Background: an optimization exercise with open tools, aiming at small area. Do not read the settings as production practice.
RTL that was checked went through simulation tests only; none was proved equivalent to the original.
The clock port is modelled as an ideal driver, which makes a skipped or thinned clock tree look cheaper than it is; a real chip needs a root buffer or a tree.
Power figures rest on the tool's default switching activity, not on a simulated workload.

Setup of 09-09:
## parking_system
module parking_system(
  input clk,reset_n,
  input sensor_entrance, sensor_exit,
  input pushbutton_0,input pushbutton_1,
  output [3:0] digit_out,
  output reg GREEN_LED,output reg RED_LED,output reg IDLE_LED
);
localparam [2:0] S_IDLE = 3'b100, S_WP = 3'b011, S_WEP = 3'b111,
                 S_RP = 3'b001, S_REP = 3'b101;
localparam [10:0] G_START = 11'd1912;
localparam [12:0] A_START = 13'd3968;
localparam [10:0] B_START = 11'd1912;
function [10:0] lg;   
  input [10:0] s;
  reg [10:0] v;
  begin
    v = s ^ 11'd682;
    lg = {v[9:0], ~(v[10] ^ v[1])} ^ 11'd682;
  end
endfunction
function [12:0] la;   
  input [12:0] s;
  reg [12:0] v;
  begin
    v = s ^ 13'd2730;
    la = {v[11:0], ~(v[12] ^ v[0] ^ v[1])} ^ 13'd2730;
  end
endfunction
function [10:0] lb;   
  input [10:0] s;
  reg [10:0] v;
  begin
    v = s ^ 11'd682;
    lb = {v[9:0], ~(v[10] ^ v[1])} ^ 11'd682;
  end
endfunction
function [3:0] cstep;
  input [3:0] s;
  cstep = {s[3] ^ (s[2] & s[1] & s[0]), s[2] ^ (s[1] & s[0]), s[1] ^ s[0], ~s[0]};
endfunction
function [1:0] cq5;
  input [3:0] s;
  begin
    case (s)
      4'd0: cq5 = 2'd0;
      4'd1: cq5 = 2'd0;
      4'd2: cq5 = 2'd0;
      4'd3: cq5 = 2'd0;
      4'd4: cq5 = 2'd0;
      4'd5: cq5 = 2'd1;
      4'd6: cq5 = 2'd1;
      4'd7: cq5 = 2'd1;
      4'd8: cq5 = 2'd1;
      4'd9: cq5 = 2'd1;
      4'd10: cq5 = 2'd2;
      4'd11: cq5 = 2'd2;
      4'd12: cq5 = 2'd2;
      4'd13: cq5 = 2'd2;
      4'd14: cq5 = 2'd2;
      4'd15: cq5 = 2'd3;
      default: cq5 = 2'd0;
    endcase
  end
endfunction
function [2:0] ncd_step;
  input [2:0] n;
  input down;
  case ({down, n})
    4'b0000: ncd_step = 3'd1;
    4'b0001: ncd_step = 3'd2;
    4'b0010: ncd_step = 3'd3;
    4'b0011: ncd_step = 3'd4;
    4'b1001: ncd_step = 3'd0;
    4'b1010: ncd_step = 3'd1;
    4'b1011: ncd_step = 3'd2;
  ...
For scale: roughly 330 cells after synthesis, about 98 flip-flops, about 13 I/O pins, about 0.0033 sq mm of cells after synthesis.
==> module parking_system, before the edit <==
module parking_system(
  input clk,reset_n,
  input sensor_entrance, sensor_exit,
  input pushbutton_0,input pushbutton_1,
  output [3:0] digit_out,
  output reg GREEN_LED,output reg RED_LED,output reg IDLE_LED
);
localparam [2:0] S_IDLE = 3'b100, S_WP = 3'b011, S_WEP = 3'b111,
                 S_RP = 3'b001, S_REP = 3'b101;
localparam [10:0] G_START = 11'd1912;
localparam [12:0] A_START = 13'd3968;
localparam [10:0] B_START = 11'd1912;
function [10:0] lg;   
  input [10:0] s;
  reg [10:0] v;
  begin
    v = s ^ 11'd682;
    lg = {v[9:0], ~(v[10] ^ v[1])} ^ 11'd682;
  end
endfunction
function [12:0] la;   
  input [12:0] s;
  reg [12:0] v;
  begin
    v = s ^ 13'd2730;
    la = {v[11:0], ~(v[12] ^ v[0] ^ v[1])} ^ 13'd2730;
  end
endfunction
function [10:0] lb;   
  input [10:0] s;
  reg [10:0] v;
  begin
    v = s ^ 11'd682;
    lb = {v[9:0], ~(v[10] ^ v[1])} ^ 11'd682;
  end
endfunction
function [3:0] cstep;
  input [3:0] s;
  cstep = {s[3] ^ (s[2] & s[1] & s[0]), s[2] ^ (s[1] & s[0]), s[1] ^ s[0], ~s[0]};
endfunction
function [1:0] cq5;
  input [3:0] s;
  begin
    case (s)
      4'd0: cq5 = 2'd0;
      4'd1: cq5 = 2'd0;
      4'd2: cq5 = 2'd0;
      4'd3: cq5 = 2'd0;
      4'd4: cq5 = 2'd0;
      4'd5: cq5 = 2'd1;
      4'd6: cq5 = 2'd1;
      4'd7: cq5 = 2'd1;
      4'd8: cq5 = 2'd1;
      4'd9: cq5 = 2'd1;
      4'd10: cq5 = 2'd2;
      4'd11: cq5 = 2'd2;
      4'd12: cq5 = 2'd2;
      4'd13: cq5 = 2'd2;
      4'd14: cq5 = 2'd2;
      4'd15: cq5 = 2'd3;
      default: cq5 = 2'd0;
    endcase
  end
endfunction
function [2:0] ncd_step;
  input [2:0] n;
  input down;
  case ({down, n})
    4'b0000: ncd_step = 3'd1;
    4'b0001: ncd_step = 3'd2;
    4'b0010: ncd_step = 3'd3;
    4'b0011: ncd_step = 3'd4;
    4'b1001: ncd_step = 3'd0;
    4'b1010: ncd_step = 3'd1;
    4'b1011: ncd_step = 3'd2;
    4'b1100: ncd_step = 3'd3;
    default: ncd_step = 3'd0;   
  endcase
endfunction
reg [2:0] st;
reg [2:0] led_tmp;       
reg [2:0] ncd;           
reg [4:0] sh;
reg old0, old1;
reg [3:0] flag;
reg [3:0] cnt0, cnt1, cnt2, cnt3;
reg [12:0] d0, d1;
reg [10:0] d2, d3;
reg [10:0] gate;
wire is_idle  = ~st[0];
wire is_wait  = st[1];
wire is_right = st[0] & ~st[1];
wire exit_dir = st[2];
wire is_rep   = is_right & exit_dir;
wire first    = is_right & led_tmp[1];    
wire r0 = is_wait & pushbutton_0 & ~old0;
wire r1 = is_wait & pushbutton_1 & ~old1;
wire [3:0] pw = sh[3:0];
wire check = is_wait & sh[4];
wire v0 = pw == 4'b1100;
wire v1 = pw == 4'b1001;
wire v2 = pw == 4'b1010;
wire v3 = pw == 4'b0101;
wire valid = v0 | v1 | v2 | v3;
wire ok = check & valid;
wire [3:0] vs = {v3, v2, v1, v0};
wire gate_end = &{~gate[9], ~gate[8], gate[7], gate[6], gate[5], ~gate[4], ~gate[3], ~gate[1], ~gate[0]};
wire e0 = &{~d0[12], d0[11], d0[10], d0[9], d0[8], d0[7], d0[6], ~d0[5], ~d0[3], ~d0[2], ~d0[1], ~d0[0]};
wire e1 = &{~d1[12], d1[11], d1[10], d1[9], d1[8], d1[7], d1[6], ~d1[5], ~d1[3], ~d1[2], ~d1[1], ~d1[0]};
wire e2 = &{~d2[9], ~d2[8], d2[7], d2[6], d2[5], ~d2[4], ~d2[3], ~d2[1], ~d2[0]};
wire e3 = &{~d3[9], ~d3[8], d3[7], d3[6], d3[5], ~d3[4], ~d3[3], ~d3[1], ~d3[0]};
wire [3:0] tend = {e3, e2, e1, e0};
wire show = is_rep & ~first;
wire [3:0] csel = ({4{v0}} & cnt0) | ({4{v1}} & cnt1) | ({4{v2}} & cnt2) | ({4{v3}} & cnt3);
wire [1:0] q5 = cq5(csel);
assign digit_out = show ? {2'b00, q5} : {1'b0, ncd};
always @(posedge clk) begin
  if (reset_n) begin
    st <= S_IDLE;
    led_tmp <= 3'b000;
    {IDLE_LED, RED_LED, GREEN_LED} <= 3'b000;
    ncd <= 0;
    old0 <= 0; old1 <= 0;
    flag <= 0;
  end else begin
    led_tmp <= st;
    {IDLE_LED, RED_LED, GREEN_LED} <= led_tmp;
    if (is_wait) begin
      old0 <= pushbutton_0;
      old1 <= pushbutton_1;
    end
    if (is_idle) begin
      if (sensor_entrance && !ncd[2]) st <= S_WP;
      else if (sensor_exit && ncd != 0) st <= S_WEP;
    end else if (is_wait) begin
      if (check) st <= valid ? {exit_dir, 2'b01} : S_IDLE;
    end else begin
      if (gate_end) st <= S_IDLE;
    end
    if (first) ncd <= exit_dir ? ncd - 1'b1 : ncd + 1'b1;
    if (ok && v0) flag[0] <= ~exit_dir;
    if (ok && v1) flag[1] <= ~exit_dir;
    if (ok && v2) flag[2] <= ~exit_dir;
    if (ok && v3) flag[3] <= ~exit_dir;
  end
end
always @(posedge clk) begin
  if (is_idle) sh <= 5'b00001;
  else if (is_wait && !sh[4]) begin
    if (r1) sh <= {sh[3:0], 1'b1};
    else if (r0) sh <= {sh[3:0], 1'b0};
  end
  gate <= (is_right && !gate_end) ? lg(gate) : G_START;
  d0 <= (flag[0] && !e0) ? la(d0) : A_START;
  d1 <= (flag[1] && !e1) ? la(d1) : A_START;
  d2 <= (flag[2] && !e2) ? lb(d2) : B_START;
  d3 <= (flag[3] && !e3) ? lb(d3) : B_START;
  if (flag[0]) begin if (e0) cnt0 <= cstep(cnt0); end else if (!(is_rep && v0 && !gate_end)) cnt0 <= 0;
  if (flag[1]) begin if (e1) cnt1 <= cstep(cnt1); end else if (!(is_rep && v1 && !gate_end)) cnt1 <= 0;
  if (flag[2]) begin if (e2) cnt2 <= cstep(cnt2); end else if (!(is_rep && v2 && !gate_end)) cnt2 <= 0;
  if (flag[3]) begin if (e3) cnt3 <= cstep(cnt3); end else if (!(is_rep && v3 && !gate_end)) cnt3 <= 0;
end
endmodule
==> flow/config.mk <==
export PLATFORM = sky130hd
export DESIGN_NAME = parking_system
export DESIGN_NICKNAME = parking_system
export VERILOG_FILES = /design/flow/design.v
export SDC_FILE = /design/flow/constraint.sdc
export NUM_CORES = 4
export LEC_CHECK = 0
export CAP_MARGIN = 20
export CORE_MARGIN = 2
export CORE_UTILIZATION = 60
export SLEW_MARGIN = 20
==> flow/constraint.sdc <==
create_clock -name core_clock -period 10.0 [get_ports {clk}]
set_input_delay 2.0000 -clock core_clock [delete_from_list [all_inputs] [get_ports {clk}]]
set_output_delay 2.0000 -clock core_clock [all_outputs]
set_load 0.01 [all_outputs]
standard.sh (not shown) runs the stock make flow with config.mk's settings and CLKGATE_MAP_FILE= SYNTH_SCRIPT=/design/flow/synth_recipe.tcl, a recipe that flattens the netlist after the stock synthesis.
==> flow/flow/run.sh <==
#!/bin/bash
# The standard layout (standard.sh) with these changes:
# * synthesis is synth_recipe.tcl with an area-oriented abc script
#   (flow/synth_area.tcl, flow/area.abc); registers are untouched;
# * the port buffers are the smallest buffer (buf_1);
# * the clock tree is made by flow/cts_manual.tcl: four buffers, each
#   driving the flip-flops of one quarter of the layout, fed by the clock port.
# Each tool's output goes to a log file in this folder.
set -euo pipefail
W=$(pwd)
R=$W/orfs/results/sky130hd/parking_system/base
export AREA_ABC_SCRIPT=$W/flow/area.abc
export BUFFER_PORTS_ARGS="-buffer_cell sky130_fd_sc_hd__buf_1"
# synthesis: standard.sh's own make command, with our synthesis script
grep '^make ' standard.sh \
  | sed -e "s#SYNTH_SCRIPT=[^ ]*#SYNTH_SCRIPT=$W/flow/synth_area.tcl#" \
        -e 's#"${@:-finish}"#synth#' > synth_cmd.sh
bash synth_cmd.sh > synth.log 2>&1
# floorplan and placement, standard
bash standard.sh place > place.log 2>&1
# clock tree
RESULTS=$R CTS_NX=2 CTS_NY=2 CTS_BUF=sky130_fd_sc_hd__buf_12 \
  openroad -no_init -exit $W/flow/cts_manual.tcl > cts.log 2>&1
cp cts.log $W/orfs/logs/sky130hd/parking_system/base/4_1_cts.log
# routing and the rest, standard
bash standard.sh finish > finish.log 2>&1
Other scripts of this flow, unchanged in this note and not shown: flow/flow/area.abc, flow/flow/cts_manual.tcl, flow/flow/synth_area.tcl
09-09 did not stop at any stage, and its layout met the timing, design-rule and antenna checks.
#### Input delta (07-16 over 09-09)
-- flow/design.v --
<<< 09-09, line 9
localparam [2:0] S_IDLE = 3'b100, S_WP = 3'b011, S_WEP = 3'b111,
                 S_RP = 3'b001, S_REP = 3'b101;
localparam [10:0] G_START = 11'd1912;
localparam [12:0] A_START = 13'd3968;
localparam [10:0] B_START = 11'd1912;
>>> 07-16, line 9
localparam [2:0] S_IDLE = 3'b100, S_WP = 3'b011, S_WEP = 3'b111,
                 S_RP = 3'b001, S_REP = 3'b101;
localparam [10:0] G_START = 11'd1505;
localparam [12:0] A_START = 13'd3968;
localparam [10:0] B_START = 11'd1912;
<<< 09-09, line 64
  end
endfunction
function [2:0] ncd_step;
  input [2:0] n;
  input down;
  case ({down, n})
    4'b0000: ncd_step = 3'd1;
    4'b0001: ncd_step = 3'd2;
    4'b0010: ncd_step = 3'd3;
    4'b0011: ncd_step = 3'd4;
    4'b1001: ncd_step = 3'd0;
    4'b1010: ncd_step = 3'd1;
    4'b1011: ncd_step = 3'd2;
    4'b1100: ncd_step = 3'd3;
    default: ncd_step = 3'd0;   
  endcase
endfunction
reg [2:0] st;
reg [2:0] led_tmp;       
reg [2:0] ncd;           
reg [4:0] sh;
reg old0, old1;
reg [3:0] flag;
>>> 07-16, line 64
  end
endfunction
reg [2:0] st;
reg [2:0] led_tmp;       
reg [2:0] ncd;           
reg old0, old1;
reg [3:0] flag;
<<< 09-09, line 97
wire r0 = is_wait & pushbutton_0 & ~old0;
wire r1 = is_wait & pushbutton_1 & ~old1;
wire [3:0] pw = sh[3:0];
wire check = is_wait & sh[4];
wire v0 = pw == 4'b1100;
wire v1 = pw == 4'b1001;
>>> 07-16, line 81
wire r0 = is_wait & pushbutton_0 & ~old0;
wire r1 = is_wait & pushbutton_1 & ~old1;
wire [3:0] pw = gate[3:0];
wire check = is_wait & gate[4];
wire v0 = pw == 4'b1100;
wire v1 = pw == 4'b1001;
<<< 09-09, line 106
wire ok = check & valid;
wire [3:0] vs = {v3, v2, v1, v0};
wire gate_end = &{~gate[9], ~gate[8], gate[7], gate[6], gate[5], ~gate[4], ~gate[3], ~gate[1], ~gate[0]};
wire e0 = &{~d0[12], d0[11], d0[10], d0[9], d0[8], d0[7], d0[6], ~d0[5], ~d0[3], ~d0[2], ~d0[1], ~d0[0]};
wire e1 = &{~d1[12], d1[11], d1[10], d1[9], d1[8], d1[7], d1[6], ~d1[5], ~d1[3], ~d1[2], ~d1[1], ~d1[0]};
>>> 07-16, line 90
wire ok = check & valid;
wire [3:0] vs = {v3, v2, v1, v0};
wire gate_end = &{~gate[10], gate[9], gate[8], gate[7], ~gate[6], ~gate[5], ~gate[3], ~gate[2], ~gate[0]};
wire e0 = &{~d0[12], d0[11], d0[10], d0[9], d0[8], d0[7], d0[6], ~d0[5], ~d0[3], ~d0[2], ~d0[1], ~d0[0]};
wire e1 = &{~d1[12], d1[11], d1[10], d1[9], d1[8], d1[7], d1[6], ~d1[5], ~d1[3], ~d1[2], ~d1[1], ~d1[0]};
<<< 09-09, line 113
wire [3:0] tend = {e3, e2, e1, e0};
wire show = is_rep & ~first;
wire [3:0] csel = ({4{v0}} & cnt0) | ({4{v1}} & cnt1) | ({4{v2}} & cnt2) | ({4{v3}} & cnt3);
wire [1:0] q5 = cq5(csel);
assign digit_out = show ? {2'b00, q5} : {1'b0, ncd};
>>> 07-16, line 97
wire [3:0] tend = {e3, e2, e1, e0};
wire show = is_rep & ~first;
wire [3:0] csel = ({4{~flag[0]}} & cnt0) | ({4{~flag[1]}} & cnt1) | ({4{~flag[2]}} & cnt2) | ({4{~flag[3]}} & cnt3);
wire [1:0] q5 = cq5(csel);
assign digit_out = show ? {2'b00, q5} : {1'b0, ncd};
<<< 09-09, line 147
end
always @(posedge clk) begin
  if (is_idle) sh <= 5'b00001;
  else if (is_wait && !sh[4]) begin
    if (r1) sh <= {sh[3:0], 1'b1};
    else if (r0) sh <= {sh[3:0], 1'b0};
  end
  gate <= (is_right && !gate_end) ? lg(gate) : G_START;
  d0 <= (flag[0] && !e0) ? la(d0) : A_START;
  d1 <= (flag[1] && !e1) ? la(d1) : A_START;
  d2 <= (flag[2] && !e2) ? lb(d2) : B_START;
  d3 <= (flag[3] && !e3) ? lb(d3) : B_START;
  if (flag[0]) begin if (e0) cnt0 <= cstep(cnt0); end else if (!(is_rep && v0 && !gate_end)) cnt0 <= 0;
  if (flag[1]) begin if (e1) cnt1 <= cstep(cnt1); end else if (!(is_rep && v1 && !gate_end)) cnt1 <= 0;
  if (flag[2]) begin if (e2) cnt2 <= cstep(cnt2); end else if (!(is_rep && v2 && !gate_end)) cnt2 <= 0;
  if (flag[3]) begin if (e3) cnt3 <= cstep(cnt3); end else if (!(is_rep && v3 && !gate_end)) cnt3 <= 0;
end
endmodule
>>> 07-16, line 131
end
always @(posedge clk) begin
  if (is_right && !gate_end) gate <= lg(gate);
  else if (check || !is_wait) gate <= G_START;
  else gate <= {G_START[10:5], r1 ? {gate[3:0], 1'b1} : r0 ? {gate[3:0], 1'b0} : gate[4:0]};
  d0 <= (flag[0] && !e0) ? la(d0) : A_START;
  d1 <= (flag[1] && !e1) ? la(d1) : A_START;
  d2 <= (flag[2] && !e2) ? lb(d2) : B_START;
  d3 <= (flag[3] && !e3) ? lb(d3) : B_START;
  if (flag[0]) begin if (e0) cnt0 <= cstep(cnt0); end else if (!(is_rep && !gate_end)) cnt0 <= 0;
  if (flag[1]) begin if (e1) cnt1 <= cstep(cnt1); end else if (!(is_rep && !gate_end)) cnt1 <= 0;
  if (flag[2]) begin if (e2) cnt2 <= cstep(cnt2); end else if (!(is_rep && !gate_end)) cnt2 <= 0;
  if (flag[3]) begin if (e3) cnt3 <= cstep(cnt3); end else if (!(is_rep && !gate_end)) cnt3 <= 0;
end
endmodule
[summary]
Where floorplan die area is concerned, 09-09 is outperformed by 07-16. Post-route clock period utilization is lower on 07-16. Looking at HPWL after detailed placement across 07-16 and 09-09, the one that comes out higher is 09-09. Relative to 09-09, final layout net count decreased by 9 in 07-16. 07-16 vs 09-09 — met3 wire length dropped by more than a quarter. Diff 09-09 -> 07-16 | power consumption | up by more than 10%. Per the comparison of 07-16 with 09-09, synthesized area fell by about 2.5%; number of well taps decreased by 2 relative to the old numbers; core utilization of the finished layout shows an increase of 1.7 points.
Function not checked in 09-09: the RTL went through the layout flow alone. No run of this note takes its clock network from TritonCTS; it comes from the design's own scripts or RTL.

-- static timing again, ports no longer ideal --
The flow's constraints put no driver on any port. The routed layouts listed below were extracted and timed again, unchanged, in two steps. Step 1 assumes that a clkbuf_16 drives the clock port and a buf_2 every other input. Step 2 times the ports against the registers' clock, not the clock port: input delays grow and output delays shrink by t, the midpoint of the rising clock arrivals with the driver on. Slacks: ideal ports / drivers / drivers and shift; pairs: ideal ports / drivers.
run	shift t [ns]	slack for setup (ns)	worst setup path after step 2	clock arrival spread, ns	pins driven straight from the clock port
09-09	0.205	5.344 / 5.265 / 5.470	register to output	0.007 / 0.006	4
07-16	0.204	5.881 / 5.802 / 6.005	register to output	0.011 / 0.011	4
After both steps setup and hold are still met in every run listed.
